From an optimization exercise on the open Yosys and OpenROAD flow, aimed at small area, a short achievable clock period and few clock cycles; shortcuts taken in it are not production practice.
No functional check of the RTL was part of any run shown here.
Power and IR drop assume default switching activity.

--- design.v ---
module booth_mul64(op_done, result, clk, reset_n, multiplier, multiplicand, op_start, op_clear);
  input clk, reset_n, op_start, op_clear;
  input [63:0] multiplier, multiplicand;
  output op_done;
  output [127:0] result;
  reg busy, fin, done;    
  reg [2:0] cnt;
  reg [63:0] M;           
  reg [64:0] acc;         
  reg [16:0] cv;          
  reg [63:0] Q;           
  assign op_done = done;
  assign result = {acc[63:0], Q};
  always @(posedge clk or negedge reset_n)
    if (!reset_n) begin
      busy <= 1'b0;
      fin <= 1'b0;
      done <= 1'b0;
    end else if (!op_start || op_clear) begin
      busy <= 1'b0;
      fin <= 1'b0;
      done <= 1'b0;
    end else if (busy) begin
      if (cnt == 3'd7) begin
        busy <= 1'b0;
        fin <= 1'b1;
      end
    end else if (fin) begin
      fin <= 1'b0;
      done <= 1'b1;
    end else if (!done) begin
      busy <= 1'b1;
    end
  always @(posedge clk)
    if (busy) cnt <= cnt + 1'b1;
    else cnt <= 3'd0;
  reg [3:0] one, two, ng, oneh, twoh, ngh;
  wire [8:0] bq = busy ? Q[15:7] : {multiplier[7:0], 1'b0};
  wire [8:0] bqh = (busy | fin) ? Q[15:7] : {multiplier[7:0], 1'b0};
  always @(posedge clk) begin
    one[0] <= bq[1] ^ bq[0];
    two[0] <= (bq[2] & ~bq[1] & ~bq[0]) | (~bq[2] & bq[1] & bq[0]);
    ng[0] <= bq[2];
    oneh[0] <= bqh[1] ^ bqh[0];
    twoh[0] <= (bqh[2] & ~bqh[1] & ~bqh[0]) | (~bqh[2] & bqh[1] & bqh[0]);
    ngh[0] <= bqh[2];
    one[1] <= bq[3] ^ bq[2];
    two[1] <= (bq[4] & ~bq[3] & ~bq[2]) | (~bq[4] & bq[3] & bq[2]);
    ng[1] <= bq[4];
    oneh[1] <= bqh[3] ^ bqh[2];
    twoh[1] <= (bqh[4] & ~bqh[3] & ~bqh[2]) | (~bqh[4] & bqh[3] & bqh[2]);
    ngh[1] <= bqh[4];
    one[2] <= bq[5] ^ bq[4];
    two[2] <= (bq[6] & ~bq[5] & ~bq[4]) | (~bq[6] & bq[5] & bq[4]);
    ng[2] <= bq[6];
    oneh[2] <= bqh[5] ^ bqh[4];
    twoh[2] <= (bqh[6] & ~bqh[5] & ~bqh[4]) | (~bqh[6] & bqh[5] & bqh[4]);
    ngh[2] <= bqh[6];
    one[3] <= bq[7] ^ bq[6];
    two[3] <= (bq[8] & ~bq[7] & ~bq[6]) | (~bq[8] & bq[7] & bq[6]);
    ng[3] <= bq[8];
    oneh[3] <= bqh[7] ^ bqh[6];
    twoh[3] <= (bqh[8] & ~bqh[7] & ~bqh[6]) | (~bqh[8] & bqh[7] & bqh[6]);
    ngh[3] <= bqh[8];
  end
  wire ngn = Q[9] & (cnt != 3'd7);
  wire [64:0] ma = {M[63], M};
  wire [65:0] ma2 = {M[63], M, 1'b0};
  wire [64:0] p0 = {(({32{oneh[0]}} & ma[64:33]) | ({32{twoh[0]}} & ma2[64:33])) ^ {32{ngh[0]}},
                    (({33{one[0]}} & ma[32:0]) | ({33{two[0]}} & ma2[32:0])) ^ {33{ng[0]}}};
  wire [64:0] p1 = {(({32{oneh[1]}} & ma[64:33]) | ({32{twoh[1]}} & ma2[64:33])) ^ {32{ngh[1]}},
                    (({33{one[1]}} & ma[32:0]) | ({33{two[1]}} & ma2[32:0])) ^ {33{ng[1]}}};
  wire [64:0] p2 = {(({32{oneh[2]}} & ma[64:33]) | ({32{twoh[2]}} & ma2[64:33])) ^ {32{ngh[2]}},
                    (({33{one[2]}} & ma[32:0]) | ({33{two[2]}} & ma2[32:0])) ^ {33{ng[2]}}};
  wire [64:0] p3 = {(({32{oneh[3]}} & ma[64:33]) | ({32{twoh[3]}} & ma2[64:33])) ^ {32{ngh[3]}},
                    (({33{one[3]}} & ma[32:0]) | ({33{two[3]}} & ma2[32:0])) ^ {33{ng[3]}}};
  wire t1, t2, t3, t4, t5, t6, t7, t8, t9, t10, t11, t12, t13, t14, t15, t16, t17, t18, t19, t20, t21, t22, t23, t24, t25, t26, t27, t28, t29, t30, t31, t32, t33, t34, t35, t36, t37, t38, t39, t40, t41, t42, t43, t44, t45, t46, t47, t48, t49, t50, t51, t52, t53, t54, t55, t56, t57, t58, t59, t60, t61, t62, t63, t64, t65, t66, t67, t68, t69, t70, t71, t72, t73, t74, t75, t76, t77, t78, t79, t80, t81, t82, t83, t84, t85, t86, t87, t88, t89, t90, t91, t92, t93, t94, t95, t96, t97, t98, t99, t100, t101, t102, t103, t104, t105, t106, t107, t108, t109, t110, t111, t112, t113, t114, t115, t116, t117, t118, t119, t120, t121, t122, t123, t124, t125, t126, t127, t128, t129, t130, t131, t132, t133, t134, t135, t136, t137, t138, t139, t140, t141, t142, t143, t144, t145, t146, t147, t148, t149, t150, t151, t152, t153, t154, t155, t156, t157, t158, t159, t160, t161, t162, t163, t164, t165, t166, t167, t168, t169, t170, t171, t172, t173, t174, t175, t176, t177, t178, t179, t180, t181, t182, t183, t184, t185, t186, t187, t188, t189, t190, t191, t192, t193, t194, t195, t196, t197, t198, t199, t200, t201, t202, t203, t204, t205, t206, t207, t208, t209, t210, t211, t212, t213, t214, t215, t216, t217, t218, t219, t220, t221, t222, t223, t224, t225, t226, t227, t228, t229, t230, t231, t232, t233, t234, t235, t236, t237, t238, t239, t240, t241, t242, t243, t244, t245, t246, t247, t248, t249, t250, t251, t252, t253, t254, t255, t256, t257, t258, t259, t260, t261, t262, t263, t264, t265, t266, t267, t268, t269, t270, t271, t272, t273, t274, t275, t276, t277, t278, t279, t280, t281, t282, t283, t284, t285, t286, t287, t288, t289, t290, t291, t292, t293, t294, t295, t296, t297, t298, t299, t300, t301, t302, t303, t304, t305, t306, t307, t308, t309, t310, t311, t312, t313, t314, t315, t316, t317, t318, t319, t320, t321, t322, t323, t324, t325, t326, t327, t328, t329, t330, t331, t332, t333, t334, t335, t336, t337, t338, t339, t340, t341, t342, t343, t344, t345, t346, t347, t348, t349, t350, t351, t352, t353, t354, t355, t356, t357, t358, t359, t360, t361, t362, t363, t364, t365, t366, t367, t368, t369, t370, t371, t372, t373, t374, t375, t376, t377, t378, t379, t380, t381, t382, t383, t384, t385, t386, t387, t388, t389, t390, t391, t392, t393, t394, t395, t396, t397, t398, t399, t400, t401, t402, t403, t404, t405, t406, t407, t408, t409, t410, t411, t412, t413, t414, t415, t416, t417, t418, t419, t420, t421, t422, t423, t424, t425, t426, t427, t428, t429, t430, t431, t432, t433, t434, t435, t436, t437, t438, t439, t440, t441, t442, t443, t444, t445, t446, t447, t448, t449, t450, t451, t452, t453, t454, t455, t456, t457, t458, t459, t460, t461, t462, t463, t464, t465, t466, t467, t468, t469, t470, t471, t472, t473, t474, t475, t476, t477, t478, t479, t480, t481, t482, t483, t484, t485, t486, t487, t488, t489, t490, t491, t492, t493, t494, t495, t496, t497, t498, t499, t500, t501, t502, t503, t504, t505, t506;
  bm_fa ut1 (.a(acc[4]), .b(p0[4]), .c(p1[2]), .s(t1), .co(t2));
  bm_ha ut3 (.a(acc[5]), .b(p0[5]), .s(t3), .co(t4));
  bm_fa ut5 (.a(acc[6]), .b(p0[6]), .c(p1[4]), .s(t5), .co(t6));
  bm_ha ut7 (.a(p2[2]), .b(p3[0]), .s(t7), .co(t8));
  bm_fa ut9 (.a(acc[7]), .b(p0[7]), .c(p1[5]), .s(t9), .co(t10));
  bm_ha ut11 (.a(p2[3]), .b(p3[1]), .s(t11), .co(t12));
  bm_fa ut13 (.a(acc[8]), .b(p0[8]), .c(p1[6]), .s(t13), .co(t14));
  bm_fa ut15 (.a(p2[4]), .b(p3[2]), .c(ngn), .s(t15), .co(t16));
  bm_fa ut17 (.a(acc[9]), .b(p0[9]), .c(p1[7]), .s(t17), .co(t18));
  bm_ha ut19 (.a(p2[5]), .b(p3[3]), .s(t19), .co(t20));
  bm_fa ut21 (.a(acc[10]), .b(p0[10]), .c(p1[8]), .s(t21), .co(t22));
  bm_ha ut23 (.a(p2[6]), .b(p3[4]), .s(t23), .co(t24));
  bm_fa ut25 (.a(acc[11]), .b(p0[11]), .c(p1[9]), .s(t25), .co(t26));
  bm_ha ut27 (.a(p2[7]), .b(p3[5]), .s(t27), .co(t28));
  bm_fa ut29 (.a(acc[12]), .b(p0[12]), .c(p1[10]), .s(t29), .co(t30));
  bm_ha ut31 (.a(p2[8]), .b(p3[6]), .s(t31), .co(t32));
  bm_fa ut33 (.a(acc[13]), .b(p0[13]), .c(p1[11]), .s(t33), .co(t34));
  bm_ha ut35 (.a(p2[9]), .b(p3[7]), .s(t35), .co(t36));
  bm_fa ut37 (.a(acc[14]), .b(p0[14]), .c(p1[12]), .s(t37), .co(t38));
  bm_ha ut39 (.a(p2[10]), .b(p3[8]), .s(t39), .co(t40));
  bm_fa ut41 (.a(acc[15]), .b(p0[15]), .c(p1[13]), .s(t41), .co(t42));
  bm_ha ut43 (.a(p2[11]), .b(p3[9]), .s(t43), .co(t44));
  bm_fa ut45 (.a(acc[16]), .b(p0[16]), .c(p1[14]), .s(t45), .co(t46));
  bm_ha ut47 (.a(p2[12]), .b(p3[10]), .s(t47), .co(t48));
  bm_fa ut49 (.a(acc[17]), .b(p0[17]), .c(p1[15]), .s(t49), .co(t50));
  bm_ha ut51 (.a(p2[13]), .b(p3[11]), .s(t51), .co(t52));
  bm_fa ut53 (.a(acc[18]), .b(p0[18]), .c(p1[16]), .s(t53), .co(t54));
  bm_ha ut55 (.a(p2[14]), .b(p3[12]), .s(t55), .co(t56));
  bm_fa ut57 (.a(acc[19]), .b(p0[19]), .c(p1[17]), .s(t57), .co(t58));
  bm_ha ut59 (.a(p2[15]), .b(p3[13]), .s(t59), .co(t60));
  bm_fa ut61 (.a(acc[20]), .b(p0[20]), .c(p1[18]), .s(t61), .co(t62));
  bm_ha ut63 (.a(p2[16]), .b(p3[14]), .s(t63), .co(t64));
  bm_fa ut65 (.a(acc[21]), .b(p0[21]), .c(p1[19]), .s(t65), .co(t66));
  bm_ha ut67 (.a(p2[17]), .b(p3[15]), .s(t67), .co(t68));
  bm_fa ut69 (.a(acc[22]), .b(p0[22]), .c(p1[20]), .s(t69), .co(t70));
  bm_ha ut71 (.a(p2[18]), .b(p3[16]), .s(t71), .co(t72));
  bm_fa ut73 (.a(acc[23]), .b(p0[23]), .c(p1[21]), .s(t73), .co(t74));
  bm_ha ut75 (.a(p2[19]), .b(p3[17]), .s(t75), .co(t76));
  bm_fa ut77 (.a(acc[24]), .b(p0[24]), .c(p1[22]), .s(t77), .co(t78));
  bm_ha ut79 (.a(p2[20]), .b(p3[18]), .s(t79), .co(t80));
  bm_fa ut81 (.a(acc[25]), .b(p0[25]), .c(p1[23]), .s(t81), .co(t82));
  bm_ha ut83 (.a(p2[21]), .b(p3[19]), .s(t83), .co(t84));
  bm_fa ut85 (.a(acc[26]), .b(p0[26]), .c(p1[24]), .s(t85), .co(t86));
  bm_ha ut87 (.a(p2[22]), .b(p3[20]), .s(t87), .co(t88));
  bm_fa ut89 (.a(acc[27]), .b(p0[27]), .c(p1[25]), .s(t89), .co(t90));
  bm_ha ut91 (.a(p2[23]), .b(p3[21]), .s(t91), .co(t92));
  bm_fa ut93 (.a(acc[28]), .b(p0[28]), .c(p1[26]), .s(t93), .co(t94));
  bm_ha ut95 (.a(p2[24]), .b(p3[22]), .s(t95), .co(t96));
  bm_fa ut97 (.a(acc[29]), .b(p0[29]), .c(p1[27]), .s(t97), .co(t98));
  bm_ha ut99 (.a(p2[25]), .b(p3[23]), .s(t99), .co(t100));
  bm_fa ut101 (.a(acc[30]), .b(p0[30]), .c(p1[28]), .s(t101), .co(t102));
  bm_ha ut103 (.a(p2[26]), .b(p3[24]), .s(t103), .co(t104));
  bm_fa ut105 (.a(acc[31]), .b(p0[31]), .c(p1[29]), .s(t105), .co(t106));
  bm_ha ut107 (.a(p2[27]), .b(p3[25]), .s(t107), .co(t108));
  bm_fa ut109 (.a(acc[32]), .b(p0[32]), .c(p1[30]), .s(t109), .co(t110));
  bm_ha ut111 (.a(p2[28]), .b(p3[26]), .s(t111), .co(t112));
  bm_fa ut113 (.a(acc[33]), .b(p0[33]), .c(p1[31]), .s(t113), .co(t114));
  bm_ha ut115 (.a(p2[29]), .b(p3[27]), .s(t115), .co(t116));
  bm_fa ut117 (.a(acc[34]), .b(p0[34]), .c(p1[32]), .s(t117), .co(t118));
  bm_ha ut119 (.a(p2[30]), .b(p3[28]), .s(t119), .co(t120));
  bm_fa ut121 (.a(acc[35]), .b(p0[35]), .c(p1[33]), .s(t121), .co(t122));
  bm_ha ut123 (.a(p2[31]), .b(p3[29]), .s(t123), .co(t124));
  bm_fa ut125 (.a(acc[36]), .b(p0[36]), .c(p1[34]), .s(t125), .co(t126));
  bm_ha ut127 (.a(p2[32]), .b(p3[30]), .s(t127), .co(t128));
  bm_fa ut129 (.a(acc[37]), .b(p0[37]), .c(p1[35]), .s(t129), .co(t130));
  bm_ha ut131 (.a(p2[33]), .b(p3[31]), .s(t131), .co(t132));
  bm_fa ut133 (.a(acc[38]), .b(p0[38]), .c(p1[36]), .s(t133), .co(t134));
  bm_ha ut135 (.a(p2[34]), .b(p3[32]), .s(t135), .co(t136));
  bm_fa ut137 (.a(acc[39]), .b(p0[39]), .c(p1[37]), .s(t137), .co(t138));
  bm_ha ut139 (.a(p2[35]), .b(p3[33]), .s(t139), .co(t140));
  bm_fa ut141 (.a(acc[40]), .b(p0[40]), .c(p1[38]), .s(t141), .co(t142));
  bm_ha ut143 (.a(p2[36]), .b(p3[34]), .s(t143), .co(t144));
  bm_fa ut145 (.a(acc[41]), .b(p0[41]), .c(p1[39]), .s(t145), .co(t146));
  bm_ha ut147 (.a(p2[37]), .b(p3[35]), .s(t147), .co(t148));
  bm_fa ut149 (.a(acc[42]), .b(p0[42]), .c(p1[40]), .s(t149), .co(t150));
  bm_ha ut151 (.a(p2[38]), .b(p3[36]), .s(t151), .co(t152));
  bm_fa ut153 (.a(acc[43]), .b(p0[43]), .c(p1[41]), .s(t153), .co(t154));
  bm_ha ut155 (.a(p2[39]), .b(p3[37]), .s(t155), .co(t156));
  bm_fa ut157 (.a(acc[44]), .b(p0[44]), .c(p1[42]), .s(t157), .co(t158));
  bm_ha ut159 (.a(p2[40]), .b(p3[38]), .s(t159), .co(t160));
  bm_fa ut161 (.a(acc[45]), .b(p0[45]), .c(p1[43]), .s(t161), .co(t162));
  bm_ha ut163 (.a(p2[41]), .b(p3[39]), .s(t163), .co(t164));
  bm_fa ut165 (.a(acc[46]), .b(p0[46]), .c(p1[44]), .s(t165), .co(t166));
  bm_ha ut167 (.a(p2[42]), .b(p3[40]), .s(t167), .co(t168));
  bm_fa ut169 (.a(acc[47]), .b(p0[47]), .c(p1[45]), .s(t169), .co(t170));
  bm_ha ut171 (.a(p2[43]), .b(p3[41]), .s(t171), .co(t172));
  bm_fa ut173 (.a(acc[48]), .b(p0[48]), .c(p1[46]), .s(t173), .co(t174));
  bm_ha ut175 (.a(p2[44]), .b(p3[42]), .s(t175), .co(t176));
  bm_fa ut177 (.a(acc[49]), .b(p0[49]), .c(p1[47]), .s(t177), .co(t178));
  bm_ha ut179 (.a(p2[45]), .b(p3[43]), .s(t179), .co(t180));
  bm_fa ut181 (.a(acc[50]), .b(p0[50]), .c(p1[48]), .s(t181), .co(t182));
  bm_ha ut183 (.a(p2[46]), .b(p3[44]), .s(t183), .co(t184));
  bm_fa ut185 (.a(acc[51]), .b(p0[51]), .c(p1[49]), .s(t185), .co(t186));
  bm_ha ut187 (.a(p2[47]), .b(p3[45]), .s(t187), .co(t188));
  bm_fa ut189 (.a(acc[52]), .b(p0[52]), .c(p1[50]), .s(t189), .co(t190));
  bm_ha ut191 (.a(p2[48]), .b(p3[46]), .s(t191), .co(t192));
  bm_fa ut193 (.a(acc[53]), .b(p0[53]), .c(p1[51]), .s(t193), .co(t194));
  bm_ha ut195 (.a(p2[49]), .b(p3[47]), .s(t195), .co(t196));
  bm_fa ut197 (.a(acc[54]), .b(p0[54]), .c(p1[52]), .s(t197), .co(t198));
  bm_ha ut199 (.a(p2[50]), .b(p3[48]), .s(t199), .co(t200));
  bm_fa ut201 (.a(acc[55]), .b(p0[55]), .c(p1[53]), .s(t201), .co(t202));
  bm_ha ut203 (.a(p2[51]), .b(p3[49]), .s(t203), .co(t204));
  bm_fa ut205 (.a(acc[56]), .b(p0[56]), .c(p1[54]), .s(t205), .co(t206));
  bm_ha ut207 (.a(p2[52]), .b(p3[50]), .s(t207), .co(t208));
  bm_fa ut209 (.a(acc[57]), .b(p0[57]), .c(p1[55]), .s(t209), .co(t210));
  bm_ha ut211 (.a(p2[53]), .b(p3[51]), .s(t211), .co(t212));
  bm_fa ut213 (.a(acc[58]), .b(p0[58]), .c(p1[56]), .s(t213), .co(t214));
  bm_ha ut215 (.a(p2[54]), .b(p3[52]), .s(t215), .co(t216));
  bm_fa ut217 (.a(acc[59]), .b(p0[59]), .c(p1[57]), .s(t217), .co(t218));
  bm_ha ut219 (.a(p2[55]), .b(p3[53]), .s(t219), .co(t220));
  bm_fa ut221 (.a(acc[60]), .b(p0[60]), .c(p1[58]), .s(t221), .co(t222));
  bm_ha ut223 (.a(p2[56]), .b(p3[54]), .s(t223), .co(t224));
  bm_fa ut225 (.a(acc[61]), .b(p0[61]), .c(p1[59]), .s(t225), .co(t226));
  bm_ha ut227 (.a(p2[57]), .b(p3[55]), .s(t227), .co(t228));
  bm_fa ut229 (.a(acc[62]), .b(p0[62]), .c(p1[60]), .s(t229), .co(t230));
  bm_ha ut231 (.a(p2[58]), .b(p3[56]), .s(t231), .co(t232));
  bm_fa ut233 (.a(acc[63]), .b(p0[63]), .c(p1[61]), .s(t233), .co(t234));
  bm_ha ut235 (.a(p2[59]), .b(p3[57]), .s(t235), .co(t236));
  bm_fa ut237 (.a(~acc[64]), .b(~p0[64]), .c(p1[62]), .s(t237), .co(t238));
  bm_ha ut239 (.a(p2[60]), .b(p3[58]), .s(t239), .co(t240));
  bm_fa ut241 (.a(1'b1), .b(p1[63]), .c(p2[61]), .s(t241), .co(t242));
  bm_fa ut243 (.a(acc[2]), .b(p0[2]), .c(p1[0]), .s(t243), .co(t244));
  bm_fa ut245 (.a(acc[3]), .b(p0[3]), .c(p1[1]), .s(t245), .co(t246));
  bm_fa ut247 (.a(p2[0]), .b(ng[2]), .c(cv[1]), .s(t247), .co(t248));
  bm_fa ut249 (.a(p1[3]), .b(p2[1]), .c(t3), .s(t249), .co(t250));
  bm_fa ut251 (.a(ng[3]), .b(t5), .c(t7), .s(t251), .co(t252));
  bm_fa ut253 (.a(t9), .b(t11), .c(t6), .s(t253), .co(t254));
  bm_fa ut255 (.a(t13), .b(t15), .c(t10), .s(t255), .co(t256));
  bm_fa ut257 (.a(t17), .b(t19), .c(t14), .s(t257), .co(t258));
  bm_fa ut259 (.a(t21), .b(t23), .c(t18), .s(t259), .co(t260));
  bm_fa ut261 (.a(t25), .b(t27), .c(t22), .s(t261), .co(t262));
  bm_fa ut263 (.a(t29), .b(t31), .c(t26), .s(t263), .co(t264));
  bm_fa ut265 (.a(t33), .b(t35), .c(t30), .s(t265), .co(t266));
  bm_fa ut267 (.a(t37), .b(t39), .c(t34), .s(t267), .co(t268));
  bm_fa ut269 (.a(t41), .b(t43), .c(t38), .s(t269), .co(t270));
  bm_fa ut271 (.a(t45), .b(t47), .c(t42), .s(t271), .co(t272));
  bm_fa ut273 (.a(t49), .b(t51), .c(t46), .s(t273), .co(t274));
  bm_fa ut275 (.a(t53), .b(t55), .c(t50), .s(t275), .co(t276));
  bm_fa ut277 (.a(t57), .b(t59), .c(t54), .s(t277), .co(t278));
  bm_fa ut279 (.a(t61), .b(t63), .c(t58), .s(t279), .co(t280));
  bm_fa ut281 (.a(t65), .b(t67), .c(t62), .s(t281), .co(t282));
  bm_fa ut283 (.a(t69), .b(t71), .c(t66), .s(t283), .co(t284));
  bm_fa ut285 (.a(t73), .b(t75), .c(t70), .s(t285), .co(t286));
  bm_fa ut287 (.a(t77), .b(t79), .c(t74), .s(t287), .co(t288));
  bm_fa ut289 (.a(t81), .b(t83), .c(t78), .s(t289), .co(t290));
  bm_fa ut291 (.a(t85), .b(t87), .c(t82), .s(t291), .co(t292));
  bm_fa ut293 (.a(t89), .b(t91), .c(t86), .s(t293), .co(t294));
  bm_fa ut295 (.a(t93), .b(t95), .c(t90), .s(t295), .co(t296));
  bm_fa ut297 (.a(t97), .b(t99), .c(t94), .s(t297), .co(t298));
  bm_fa ut299 (.a(t101), .b(t103), .c(t98), .s(t299), .co(t300));
  bm_fa ut301 (.a(t105), .b(t107), .c(t102), .s(t301), .co(t302));
  bm_fa ut303 (.a(t109), .b(t111), .c(t106), .s(t303), .co(t304));
  bm_fa ut305 (.a(t113), .b(t115), .c(t110), .s(t305), .co(t306));
  bm_fa ut307 (.a(t117), .b(t119), .c(t114), .s(t307), .co(t308));
  bm_fa ut309 (.a(t121), .b(t123), .c(t118), .s(t309), .co(t310));
  bm_fa ut311 (.a(t125), .b(t127), .c(t122), .s(t311), .co(t312));
  bm_fa ut313 (.a(t129), .b(t131), .c(t126), .s(t313), .co(t314));
  bm_fa ut315 (.a(t133), .b(t135), .c(t130), .s(t315), .co(t316));
  bm_fa ut317 (.a(t137), .b(t139), .c(t134), .s(t317), .co(t318));
  bm_fa ut319 (.a(t141), .b(t143), .c(t138), .s(t319), .co(t320));
  bm_fa ut321 (.a(t145), .b(t147), .c(t142), .s(t321), .co(t322));
  bm_fa ut323 (.a(t149), .b(t151), .c(t146), .s(t323), .co(t324));
  bm_fa ut325 (.a(t153), .b(t155), .c(t150), .s(t325), .co(t326));
  bm_fa ut327 (.a(t157), .b(t159), .c(t154), .s(t327), .co(t328));
  bm_fa ut329 (.a(t161), .b(t163), .c(t158), .s(t329), .co(t330));
  bm_fa ut331 (.a(t165), .b(t167), .c(t162), .s(t331), .co(t332));
  bm_fa ut333 (.a(t169), .b(t171), .c(t166), .s(t333), .co(t334));
  bm_fa ut335 (.a(t173), .b(t175), .c(t170), .s(t335), .co(t336));
  bm_fa ut337 (.a(t177), .b(t179), .c(t174), .s(t337), .co(t338));
  bm_fa ut339 (.a(t181), .b(t183), .c(t178), .s(t339), .co(t340));
  bm_fa ut341 (.a(t185), .b(t187), .c(t182), .s(t341), .co(t342));
  bm_fa ut343 (.a(t189), .b(t191), .c(t186), .s(t343), .co(t344));
  bm_fa ut345 (.a(t193), .b(t195), .c(t190), .s(t345), .co(t346));
  bm_fa ut347 (.a(t197), .b(t199), .c(t194), .s(t347), .co(t348));
  bm_fa ut349 (.a(t201), .b(t203), .c(t198), .s(t349), .co(t350));
  bm_fa ut351 (.a(t205), .b(t207), .c(t202), .s(t351), .co(t352));
  bm_fa ut353 (.a(t209), .b(t211), .c(t206), .s(t353), .co(t354));
  bm_fa ut355 (.a(t213), .b(t215), .c(t210), .s(t355), .co(t356));
  bm_fa ut357 (.a(t217), .b(t219), .c(t214), .s(t357), .co(t358));
  bm_fa ut359 (.a(t221), .b(t223), .c(t218), .s(t359), .co(t360));
  bm_fa ut361 (.a(t225), .b(t227), .c(t222), .s(t361), .co(t362));
  bm_fa ut363 (.a(t229), .b(t231), .c(t226), .s(t363), .co(t364));
  bm_fa ut365 (.a(t233), .b(t235), .c(t230), .s(t365), .co(t366));
  bm_fa ut367 (.a(t237), .b(t239), .c(t234), .s(t367), .co(t368));
  bm_fa ut369 (.a(p3[59]), .b(t241), .c(t238), .s(t369), .co(t370));
  bm_fa ut371 (.a(~p1[64]), .b(p2[62]), .c(p3[60]), .s(t371), .co(t372));
  bm_fa ut373 (.a(1'b1), .b(p2[63]), .c(p3[61]), .s(t373), .co(t374));
  bm_ha ut375 (.a(t1), .b(t247), .s(t375), .co(t376));
  bm_fa ut377 (.a(t2), .b(t249), .c(t248), .s(t377), .co(t378));
  bm_fa ut379 (.a(t4), .b(t251), .c(t250), .s(t379), .co(t380));
  bm_fa ut381 (.a(t8), .b(t253), .c(t252), .s(t381), .co(t382));
  bm_fa ut383 (.a(t12), .b(t255), .c(t254), .s(t383), .co(t384));
  bm_fa ut385 (.a(t16), .b(t257), .c(t256), .s(t385), .co(t386));
  bm_fa ut387 (.a(t20), .b(t259), .c(t258), .s(t387), .co(t388));
  bm_fa ut389 (.a(t24), .b(t261), .c(t260), .s(t389), .co(t390));
  bm_fa ut391 (.a(t28), .b(t263), .c(t262), .s(t391), .co(t392));
  bm_fa ut393 (.a(t32), .b(t265), .c(t264), .s(t393), .co(t394));
  bm_fa ut395 (.a(t36), .b(t267), .c(t266), .s(t395), .co(t396));
  bm_fa ut397 (.a(t40), .b(t269), .c(t268), .s(t397), .co(t398));
  bm_fa ut399 (.a(t44), .b(t271), .c(t270), .s(t399), .co(t400));
  bm_fa ut401 (.a(t48), .b(t273), .c(t272), .s(t401), .co(t402));
  bm_fa ut403 (.a(t52), .b(t275), .c(t274), .s(t403), .co(t404));
  bm_fa ut405 (.a(t56), .b(t277), .c(t276), .s(t405), .co(t406));
  bm_fa ut407 (.a(t60), .b(t279), .c(t278), .s(t407), .co(t408));
  bm_fa ut409 (.a(t64), .b(t281), .c(t280), .s(t409), .co(t410));
  bm_fa ut411 (.a(t68), .b(t283), .c(t282), .s(t411), .co(t412));
  bm_fa ut413 (.a(t72), .b(t285), .c(t284), .s(t413), .co(t414));
  bm_fa ut415 (.a(t76), .b(t287), .c(t286), .s(t415), .co(t416));
  bm_fa ut417 (.a(t80), .b(t289), .c(t288), .s(t417), .co(t418));
  bm_fa ut419 (.a(t84), .b(t291), .c(t290), .s(t419), .co(t420));
  bm_fa ut421 (.a(t88), .b(t293), .c(t292), .s(t421), .co(t422));
  bm_fa ut423 (.a(t92), .b(t295), .c(t294), .s(t423), .co(t424));
  bm_fa ut425 (.a(t96), .b(t297), .c(t296), .s(t425), .co(t426));
  bm_fa ut427 (.a(t100), .b(t299), .c(t298), .s(t427), .co(t428));
  bm_fa ut429 (.a(t104), .b(t301), .c(t300), .s(t429), .co(t430));
  bm_fa ut431 (.a(t108), .b(t303), .c(t302), .s(t431), .co(t432));
  bm_fa ut433 (.a(t112), .b(t305), .c(t304), .s(t433), .co(t434));
  bm_fa ut435 (.a(t116), .b(t307), .c(t306), .s(t435), .co(t436));
  bm_fa ut437 (.a(t120), .b(t309), .c(t308), .s(t437), .co(t438));
  bm_fa ut439 (.a(t124), .b(t311), .c(t310), .s(t439), .co(t440));
  bm_fa ut441 (.a(t128), .b(t313), .c(t312), .s(t441), .co(t442));
  bm_fa ut443 (.a(t132), .b(t315), .c(t314), .s(t443), .co(t444));
  bm_fa ut445 (.a(t136), .b(t317), .c(t316), .s(t445), .co(t446));
  bm_fa ut447 (.a(t140), .b(t319), .c(t318), .s(t447), .co(t448));
  bm_fa ut449 (.a(t144), .b(t321), .c(t320), .s(t449), .co(t450));
  bm_fa ut451 (.a(t148), .b(t323), .c(t322), .s(t451), .co(t452));
  bm_fa ut453 (.a(t152), .b(t325), .c(t324), .s(t453), .co(t454));
  bm_fa ut455 (.a(t156), .b(t327), .c(t326), .s(t455), .co(t456));
  bm_fa ut457 (.a(t160), .b(t329), .c(t328), .s(t457), .co(t458));
  bm_fa ut459 (.a(t164), .b(t331), .c(t330), .s(t459), .co(t460));
  bm_fa ut461 (.a(t168), .b(t333), .c(t332), .s(t461), .co(t462));
  bm_fa ut463 (.a(t172), .b(t335), .c(t334), .s(t463), .co(t464));
  bm_fa ut465 (.a(t176), .b(t337), .c(t336), .s(t465), .co(t466));
  bm_fa ut467 (.a(t180), .b(t339), .c(t338), .s(t467), .co(t468));
  bm_fa ut469 (.a(t184), .b(t341), .c(t340), .s(t469), .co(t470));
  bm_fa ut471 (.a(t188), .b(t343), .c(t342), .s(t471), .co(t472));
  bm_fa ut473 (.a(t192), .b(t345), .c(t344), .s(t473), .co(t474));
  bm_fa ut475 (.a(t196), .b(t347), .c(t346), .s(t475), .co(t476));
  bm_fa ut477 (.a(t200), .b(t349), .c(t348), .s(t477), .co(t478));
  bm_fa ut479 (.a(t204), .b(t351), .c(t350), .s(t479), .co(t480));
  bm_fa ut481 (.a(t208), .b(t353), .c(t352), .s(t481), .co(t482));
  bm_fa ut483 (.a(t212), .b(t355), .c(t354), .s(t483), .co(t484));
  bm_fa ut485 (.a(t216), .b(t357), .c(t356), .s(t485), .co(t486));
  bm_fa ut487 (.a(t220), .b(t359), .c(t358), .s(t487), .co(t488));
  bm_fa ut489 (.a(t224), .b(t361), .c(t360), .s(t489), .co(t490));
  bm_fa ut491 (.a(t228), .b(t363), .c(t362), .s(t491), .co(t492));
  bm_fa ut493 (.a(t232), .b(t365), .c(t364), .s(t493), .co(t494));
  bm_fa ut495 (.a(t236), .b(t367), .c(t366), .s(t495), .co(t496));
  bm_fa ut497 (.a(t240), .b(t369), .c(t368), .s(t497), .co(t498));
  bm_fa ut499 (.a(t242), .b(t371), .c(t370), .s(t499), .co(t500));
  bm_ha ut501 (.a(t373), .b(t372), .s(t501), .co(t502));
  bm_fa ut503 (.a(~p2[64]), .b(p3[62]), .c(t374), .s(t503), .co(t504));
  bm_ha ut505 (.a(1'b1), .b(p3[63]), .s(t505), .co(t506));
  wire [72:0] r0 = {1'b1, 1'b1, ~p3[64], t505, t503, t501, t499, t497, t495, t493, t491, t489, t487, t485, t483, t481, t479, t477, t475, t473, t471, t469, t467, t465, t463, t461, t459, t457, t455, t453, t451, t449, t447, t445, t443, t441, t439, t437, t435, t433, t431, t429, t427, t425, t423, t421, t419, t417, t415, t413, t411, t409, t407, t405, t403, t401, t399, t397, t395, t393, t391, t389, t387, t385, t383, t381, t379, t377, t246, t245, ng[1], acc[1], acc[0]};
  wire [72:0] r1 = {1'b0, 1'b0, t506, t504, t502, t500, t498, t496, t494, t492, t490, t488, t486, t484, t482, t480, t478, t476, t474, t472, t470, t468, t466, t464, t462, t460, t458, t456, t454, t452, t450, t448, t446, t444, t442, t440, t438, t436, t434, t432, t430, t428, t426, t424, t422, t420, t418, t416, t414, t412, t410, t408, t406, t404, t402, t400, t398, t396, t394, t392, t390, t388, t386, t384, t382, t380, t378, t376, t375, t244, t243, p0[1], p0[0]};
  wire [72:0] x;
  wire [17:0] co;
  assign {co[0], x[7:0]} = r0[7:0] + r1[7:0] + cv[0];
  assign {co[1], x[11:8]} = r0[11:8] + r1[11:8] + cv[2];
  assign {co[2], x[15:12]} = r0[15:12] + r1[15:12] + cv[3];
  assign {co[3], x[19:16]} = r0[19:16] + r1[19:16] + cv[4];
  assign {co[4], x[23:20]} = r0[23:20] + r1[23:20] + cv[5];
  assign {co[5], x[27:24]} = r0[27:24] + r1[27:24] + cv[6];
  assign {co[6], x[31:28]} = r0[31:28] + r1[31:28] + cv[7];
  assign {co[7], x[35:32]} = r0[35:32] + r1[35:32] + cv[8];
  assign {co[8], x[39:36]} = r0[39:36] + r1[39:36] + cv[9];
  assign {co[9], x[43:40]} = r0[43:40] + r1[43:40] + cv[10];
  assign {co[10], x[47:44]} = r0[47:44] + r1[47:44] + cv[11];
  assign {co[11], x[51:48]} = r0[51:48] + r1[51:48] + cv[12];
  assign {co[12], x[55:52]} = r0[55:52] + r1[55:52] + cv[13];
  assign {co[13], x[59:56]} = r0[59:56] + r1[59:56] + cv[14];
  assign {co[14], x[63:60]} = r0[63:60] + r1[63:60] + cv[15];
  assign {co[15], x[67:64]} = r0[67:64] + r1[67:64] + cv[16];
  assign {co[16], x[71:68]} = r0[71:68] + r1[71:68] + 1'b0;
  assign {co[17], x[72:72]} = r0[72:72] + r1[72:72] + 1'b0;
  wire [64:0] cvec = {cv[16], 1'b0, 1'b0, 1'b0, cv[15], 1'b0, 1'b0, 1'b0, cv[14], 1'b0, 1'b0, 1'b0, cv[13], 1'b0, 1'b0, 1'b0, cv[12], 1'b0, 1'b0, 1'b0, cv[11], 1'b0, 1'b0, 1'b0, cv[10], 1'b0, 1'b0, 1'b0, cv[9], 1'b0, 1'b0, 1'b0, cv[8], 1'b0, 1'b0, 1'b0, cv[7], 1'b0, 1'b0, 1'b0, cv[6], 1'b0, 1'b0, 1'b0, cv[5], 1'b0, 1'b0, 1'b0, cv[4], 1'b0, 1'b0, 1'b0, cv[3], 1'b0, 1'b0, 1'b0, cv[2], 1'b0, 1'b0, 1'b0, cv[1], 1'b0, 1'b0, 1'b0, cv[0]};
  always @(posedge clk)
    cv <= busy ? co[16:0] : 17'd0;
  always @(posedge clk) begin
    M <= multiplicand;
    if (busy) begin
      acc <= x[72:8];
      Q <= {x[7:0], Q[63:8]};
    end else if (fin) begin
      acc <= acc + cvec;
    end else if (!done) begin
      acc <= {64'd0, multiplier[1]};
      Q <= multiplier;
    end
  end
endmodule
module bm_fa(a, b, c, s, co);
  input a, b, c;
  output s, co;
  assign s = a ^ b ^ c;
  assign co = (a & b) | (c & (a ^ b));
endmodule
module bm_ha(a, b, s, co);
  input a, b;
  output s, co;
  assign s = a ^ b;
  assign co = a & b;
endmodule
--- flow/run.sh ---
#!/bin/bash
# Standard ORFS layout (the standard.sh) with two changes:
#  - ports are buffered with buf_1 instead of the flow's default choice;
#  - repair_timing aims for a setup slack margin of 6.6 ns.
set -euo pipefail
export BUFFER_PORTS_ARGS="-buffer_cell sky130_fd_sc_hd__buf_1"
export SETUP_SLACK_MARGIN=6.6
bash standard.sh > standard_make.log 2>&1
--- standard.sh ---
#!/bin/bash
# synth_recipe.tcl (not shown) runs the flow's synth.tcl, then flattens the netlist and writes it again
# the make line also repeats each setting of config.mk as NAME=value (left out here)
make -C /OpenROAD-flow-scripts/flow DESIGN_CONFIG=/design/flow/config.mk WORK_HOME=/design/flow/orfs CLKGATE_MAP_FILE= SYNTH_SCRIPT=/design/flow/synth_recipe.tcl "${@:-finish}"
--- config.mk ---
export PLATFORM = sky130hd
export DESIGN_NAME = booth_mul64
export DESIGN_NICKNAME = booth_mul64
export VERILOG_FILES = /design/flow/design.v
export SDC_FILE = /design/flow/constraint.sdc
export NUM_CORES = 4
export LEC_CHECK = 0
export CAP_MARGIN = 20
export CORE_MARGIN = 2
export CORE_UTILIZATION = 40
export SLEW_MARGIN = 20
export SYNTH_HIERARCHICAL = 1
export SYNTH_MINIMUM_KEEP_SIZE = 0
--- constraint.sdc ---
create_clock -name core_clock -period 10.0 [get_ports {clk}]
set_input_delay 2.0000 -clock core_clock [delete_from_list [all_inputs] [get_ports {clk}]]
set_output_delay 2.0000 -clock core_clock [all_outputs]
set_load 0.01 [all_outputs]
==> summary.txt, run 1 <==
Min path
  • Cells on Worst Hold Path: 1
  • Hold Path Class: register to register

STA
  • RSZ-0062 raised after global routing: true
  • Final setup viols: 0
  • Setup TNS: 0 ns
  • Final hold vios: 0
  • Rel. slew slack: 0.266
  • Worst Max-Slew Pin Slew: 1.10 ns
  • Final Slew Violations: 0
  • Fmax: 258 MHz
  • Crit share post-route: 0.387
  • Layout Skew: 0.0374 ns
  • Tmin final: 3.87 ns

Layout
  • Antenna cell count: 0
  • Area grow syn2layout: 25.0%
  • Final core occ: 0.505
  • Nets: 2,756
  • Fill count: 4,914
  • Fin cells: 3,036
  • Share of cells above drive strength 1: 0.296

GRT
  • Gr usage total: 0.258
  • Initial antenna violation count: 1
  • Largest net degree at the start of global routing: 74
  • Overflow after GRT: 0
  • Vias in the first global route: 18.5k
  • First-pass GRT wire length: 112,000 um

Route
  • DRT antenna net count: 0
  • TritonRoute pass-1 iters: 6
  • DRC Markers: 0
  • Via-per-instance ratio: 5.81
  • Vias: 17.6k
  • Final wirelength: 74,500 um
  • Wire length per cell: 24.5 um
  • Iter 0 DRT Violations: 1,658

Logic synthesis
  • Area leader, netlist: fa_1
  • Async SR Flop Fraction: 0.0125
  • Top cells by count, synth: 299 x xnor2_1, 252 x a22oi_1, 225 x fa_1
  • Synth warnings: 7
  • Top_reg_cell synth: edfxtp_1
  • Gate Count Post-Synth: 2,059
  • Mapped cell area: 0.0223 mm^2
  • Main combinational cell family by area after synthesis: adder cells
  • Post-synth top area share: 0.202
  • Most common cell in the netlist: xnor2_1
  • EDFF count, synth: 128
  • Synthesis-stage register bit count: 240
  • Synth cell types: 71
  • Synth Area per Inst: 10.8 um^2
  • Synth Area in Adders: 0.279
  • Simple-Gate Fraction of Synth Area: 0.0497
  • Post-synthesis sequential area ratio: 0.274
  • Compound-Gate Fraction of Synth Area: 0.156
  • Top cells by area in the synthesized netlist: fa_1 20%, edfxtp_1 17%, xnor2_1 12%
  • Multiplexer area fraction after synthesis: 0.0342
  • Post-Synth XOR/XNOR Area: 0.137

Worst setup path
  • CP Class: register to register
  • Worst R2R Path Depth: 12
  • Startpoint types: register
  • WP data required: 10.30 ns
  • CP Max Fanout: 5
  • CP endpoint kind: register
  • Arrival time of the worst setup path: 4.17 ns

Pwr
  • Max VDD drop: 0.224 mV
  • Leak: 10.6 nW
  • P per Cell Area: 399 mW/mm^2

Clocking
  • CTS Buf Count: 34
  • CTS sink cnt: 240
  • H-tree levels: 2
  • CTS clk-pin slew, worst paths: 0.06 ns
  • Max clock buf depth: 3
  • CTS Hold Bufs: 0
  • Worst-Skew Late Latency: 0.57 ns
  • CTS Root Cell: clkbuf_16
  • TritonCTS clock tree: built

Die
  • Initial Utilization: 0.404
  • Die W: 240 um
  • Total die area: 0.0576 mm^2
  • I/O pin cnt: 261
  • FP Rows: 86
  • Core area: 0.0551 mm^2
  • Die Ht: 240 um

Placement
  • PortBufs: 260
  • Placed cells: 2,850
  • Placed wire-length estimate: 47,500 um
  • Routability Congestion: 0.880

Status
  • Outcome: finished clean

Job
  • Max Cap Viol: 0
[modules after synthesis, one instance, submodules excluded]
module	times used	cells inside	area (um^2)
booth_mul64	1	1806	17700
bm_ha	62	1	12.5
bm_fa	191	1	20.0
[per-stage QoR]
| step | power, W | hold slack [ns] | cell area (um^2) | setup WS [ns] |
|---|---|---|---|---|
| CTS | 0.0107 | 0.425 | 27200 | 6.18 |
| floorplan | 0.00670 | 0.399 | 23100 | 6.35 |
| global route | 0.0121 | 0.439 | 27800 | 6.06 |
| global placement | 0.00803 | 0.407 | 23600 | 5.78 |
| finish | 0.0111 | 0.427 | 27800 | 6.13 |
| detailed placement | 0.00820 | 0.417 | 23600 | 5.68 |
[path summary, 6_finish.rpt]
path,slack (ns),to,from
max in group asynchronous,8.54,busy,reset_n
hold reg to reg,0.43,cnt[0],cnt[0]
min in group asynchronous,1.26,done,reset_n
setup / recovery,6.13,acc[53],oneh[0]
hold / removal,0.43,cnt[0],cnt[0]
setup reg to reg,6.13,acc[53],oneh[0]
[layout make-up]
cell class	instances	area, um^2	share of cell area
well taps	748	936	0.0336
clock buffers	46	1000	0.0359
clock inverters	15	155	0.00558
flip-flops and latches	240	6210	0.223
repair buffers	410	2990	0.107
multi-input cells	1489	16200	0.583
inverters	88	330	0.0119
[per-layer routing]
layer	vias up	GRT usage	part of all wire
li1	7634	-	-
met1	8922	0.327	0.40
met2	882	0.423	0.48
met3	191	0.0563	0.080
met4	2	0.111	0.040
met5	-	0	0.00021
[critical path, cell delays in order (launching register included)]
cell      delay, ns
dfxtp_4        0.36
buf_12         0.14
a22oi_2        0.19
xnor2_2        0.10
fa_1           0.56
fa_1           0.44
fa_1           0.50
inv_1          0.06
fa_2           0.33
inv_2          0.08
fa_2           0.45
a221oi_2       0.26
o211ai_1       0.13
[where the power goes]
group / internal (W) / switching (W) / leakage, nW
registers: 0.00130 / 0.000260 / 2.40
clock network: 0.000759 / 0.000510 / 0.567
logic: 0.00421 / 0.00407 / 7.60
total: 0.00627 / 0.00484 / 10.6
[timing repair]
item                                    in CTS  in global routing
cloned                                      14                  0
endpoints found under the hold margin        0                  0
resized for setup                          284                110
endpoints found under the setup margin      90                 88
buffers inserted                            90                 21
pin swaps                                  216                124
[cell families after synthesis]
logic type               Yosys count
multiplexers                      69
AO/OA/AOI/OAI                    489
AND/OR/NAND/NOR                  219
XOR/XNOR                         348
buffers and inverters            332
flip-flops                       240
other                              1
adder cells (fa/ha/maj)          361
[registers in the layout, summed over array words and instances (netlist names)]
register / cells
Q: 64
cv: 17
acc: 65
oneh: 4
one: 4
twoh: 4
fin: 1
M: 64
busy: 1
cnt: 3
ng: 4
ngh: 4
done: 1
two: 4
[cells in the final DEF, fill, tap and decap left out, types with 23 or more instances in the layout]
cell type,netlist,final
mux2_2,56,55
inv_2,1,30
a21o_1,36,36
buf_12,0,31
a22oi_2,0,108
nand2_1,69,67
dfxtp_1,109,55
o22ai_1,37,27
clkbuf_16,0,37
a21oi_2,2,31
buf_6,0,25
nor2_1,46,46
a22oi_1,252,144
o21ai_0,37,29
edfxtp_1,128,128
a21oi_1,58,28
xnor2_2,0,64
buf_1,22,259
dfxtp_2,0,41
buf_4,67,71
ha_1,136,125
nand3_1,23,23
xnor2_1,299,235
xor2_1,49,48
inv_1,87,58
fa_2,0,80
fa_1,225,145
==> inputs of run 2 (changes only) <==
--- a/config.mk
+++ b/config.mk
@@ -7,7 +7,7 @@
 export LEC_CHECK = 0
 export CAP_MARGIN = 20
 export CORE_MARGIN = 2
-export CORE_UTILIZATION = 40
+export CORE_UTILIZATION = 60
 export SLEW_MARGIN = 20
 export SYNTH_HIERARCHICAL = 1
 export SYNTH_MINIMUM_KEEP_SIZE = 0
==> summary.txt, run 2 <==
Layout
  • Area grow syn2layout: 19.7%
  • Most frequent cells in the layout: 259 x buf_1, 258 x xnor2_1, 156 x a22oi_1
  • Largest regs: acc x65, M x64, Q x64
  • Max reg flops: 65
  • Share of cells above drive strength 1: 0.253
  • Most common cell after layout, fill and taps aside: buf_1
  • Fill count: 2,622
  • Nets: 2,715
  • Antenna cell count: 0
  • Fin cells: 2,712
  • Final core occ: 0.728
  • Largest Register: acc

STA
  • RSZ-0062 raised after global routing: true
  • Setup TNS: 0 ns
  • Crit share post-route: 0.385
  • Rel. slew slack: 0.245
  • Worst Max-Slew Pin Slew: 1.13 ns
  • Layout Skew: 0.0190 ns
  • Final hold vios: 0
  • Fmax: 260 MHz
  • Tmin final: 3.85 ns
  • Final setup viols: 0
  • Final Slew Violations: 0
  • Final WS setup: 6.15 ns

Die
  • Die W: 197 um
  • Initial Utilization: 0.608
  • FP Rows: 70
  • I/O pin cnt: 261
  • Total die area: 0.0387 mm^2
  • Die Ht: 197 um
  • Core area: 0.0366 mm^2

Placement
  • Placed wire-length estimate: 44,800 um
  • Placed cells: 2,571
  • Routability Congestion: 0.915
  • Place WS: 5.71 ns
  • PortBufs: 260

Min path
  • HP Start: cnt[0]
  • Hold Crit Endpoint: cnt[0]
  • Cells on Worst Hold Path: 1
  • Hold Path Class: register to register

Worst setup path
  • Worst R2R Path Depth: 14
  • CP Class: register to register
  • Arrival time of the worst setup path: 4.14 ns
  • FF-to-FF End: acc[37]
  • Startpoint types: register
  • CP Max Fanout: 4
  • CP endpoint kind: register
  • WP data required: 10.30 ns
  • Worst r2r src: oneh[0]
  • Register-to-Register Setup Slack: 6.15 ns

Pwr
  • Flop pwr share: 0.145
  • Sw frac: 0.439
  • Leak: 10.1 nW
  • Comb pwr share: 0.753
  • Tot Pwr: 0.0107 W
  • Sw power: 0.00469 W
  • P_int: 0.00599 W
  • Max VDD drop: 0.224 mV
  • P per Cell Area: 401 mW/mm^2
  • Clock power frac: 0.102

Clocking
  • CTS Root Cell: clkbuf_16
  • Worst-Skew Late Latency: 0.57 ns
  • TritonCTS clock tree: built
  • CTS Hold Bufs: 0
  • H-tree levels: 1
  • Max clock buf depth: 3
  • CTS Buf Count: 29
  • CTS clk-pin slew, worst paths: 0.06 ns
  • CTS sink cnt: 240

GRT
  • Gr usage total: 0.356
  • Overflow after GRT: 0
  • Initial antenna violation count: 0
  • Vias in the first global route: 17.8k
  • Largest net degree at the start of global routing: 75
  • First-pass GRT wire length: 105,000 um

Route
  • Vias: 17.4k
  • Wire length per cell: 25.7 um
  • Final wirelength: 69,800 um
  • TritonRoute pass-1 iters: 9
  • DRC Markers: 0
  • DRT antenna net count: 0
  • Iter 0 DRT Violations: 1,397
  • Via-per-instance ratio: 6.43

Logic synthesis
  • Post-synth top area share: 0.202
  • Synthesis-stage register bit count: 240
  • Synth Area per Inst: 10.8 um^2
  • Top cells by area in the synthesized netlist: fa_1 20%, edfxtp_1 17%, xnor2_1 12%
  • Top_reg_cell synth: edfxtp_1
  • EDFF count, synth: 128
  • Async SR Flop Fraction: 0.0125
  • Top cells by count, synth: 299 x xnor2_1, 252 x a22oi_1, 225 x fa_1
  • Synth warnings: 7
  • Area leader, netlist: fa_1
  • Most common cell in the netlist: xnor2_1
  • Mapped cell area: 0.0223 mm^2
  • Post-synthesis sequential area ratio: 0.274
  • Gate Count Post-Synth: 2,059
  • Synth cell types: 71

Status
  • Outcome: finished clean

Job
  • Max Cap Viol: 0
==> run 2: logic make-up (layout without fill, tap and decap cells) <==
logic type      Yosys count  after routing  share of synthesized area
buf+inv                 332            515                     0.0704
flops                   240            240                      0.274
xor+xnor                348            348                      0.137
other cells               1              3                   0.000168
compound gates          489            489                      0.156
fa+ha+maj               361            361                      0.279
mux                      69             69                     0.0342
simple gates            219            219                     0.0497
==> run 2: per-module statistics from Yosys (local to each module, per instance) <==
module	area, um^2	copies in the design	flops+latches
bm_ha	12.5	62	0
bm_fa	20.0	191	0
booth_mul64	17700	1	240
==> run 2: layer usage <==
layer,global-route usage,vias to the layer above,share of wire
li1,-,7555,-
met5,0,-,0
met3,0.103,154,0.11
met1,0.485,8791,0.40
met4,0.116,0,0.031
met2,0.553,929,0.46
==> run 2: cell type report <==
cell class	instances	area (um^2)	area share
Clock buffer	40	850	0.0319
Clock inverter	13	125	0.00470
Sequential cell	240	6190	0.232
Inverter	88	330	0.0124
Tap cell	468	586	0.0220
Multi-Input combinational cell	1489	15900	0.596
Timing Repair Buffer	374	2690	0.101
==> run 2: worst max-delay path by stage <==
stage	startpoint	to	slack, ns	cells after the start
floorplan	oneh[1]	acc[53]	6.35	12
CTS	oneh[0]	acc[53]	6.19	12
detailed placement	ng[0]	acc[17]	5.71	10
global placement	ng[0]	acc[17]	5.79	10
global route	oneh[0]	acc[53]	6.05	12
finish	oneh[0]	acc[37]	6.15	14
==> run 2: power by group through the flow <==
stage                     clock network, W  registers, W  logic (W)
after CTS                          0.00110       0.00154    0.00747
after global routing               0.00114       0.00157    0.00888
after detailed placement                 0       0.00158    0.00664
after global placement                   0       0.00158    0.00647
after floorplan                          0       0.00145    0.00525
final                              0.00109       0.00155    0.00805
==> run 2: worst max-delay path, stage by stage, from the launching register on <==
cell and delay, ns:
dfxtp_4 0.38, buf_12 0.14, buf_12 0.13, buf_12 0.13, a22oi_2 0.19, xnor2_2 0.15
fa_1 0.45, fa_1 0.47, fa_1 0.51, inv_2 0.04, fa_2 0.33, inv_2 0.08
fa_2 0.43, nand2_1 0.07, o21ai_1 0.07
==> run 2: timing repair <==
item                                    in CTS  in global routing
cloned                                      15                  3
endpoints found under the hold margin        0                  0
pin swaps                                  193                110
buffers inserted                            52                 18
resized for setup                          201                111
endpoints found under the setup margin      87                 84
==> run 2: through the flow <==
step / hold slack (ns) / area, um^2
final: 0.427 / 26600
after global routing: 0.440 / 26600
after CTS: 0.429 / 25900
after detailed placement: 0.421 / 23300
after global placement: 0.409 / 23300
after floorplan: 0.399 / 23100

[static timing again, ports no longer ideal]
In the flow no input, the clock included, has a driving cell. The finished layouts below were timed again as built, in two steps. Step 1, drivers: a clkbuf_16 drives clk and a buf_2 each remaining input, both assumed. Step 2 times the ports against the registers' clock, not the clock port: input delays grow and output delays shrink by t, the midpoint of the rising clock arrivals with the driver on. a / b / c = ideal / step 1 / step 2; a / b = the first two.
run	t (ns)	setup slack, ns	worst setup path at the end	slew at the worst register clock pin (ns)	pins driven straight from the clock port
run 1	0.617	6.131 / 6.131 / 6.131	register to register	0.07 / 0.07	1
run 2	0.619	6.154 / 6.154 / 6.154	register to register	0.07 / 0.07	1
After both steps setup and hold are still met in every run listed.
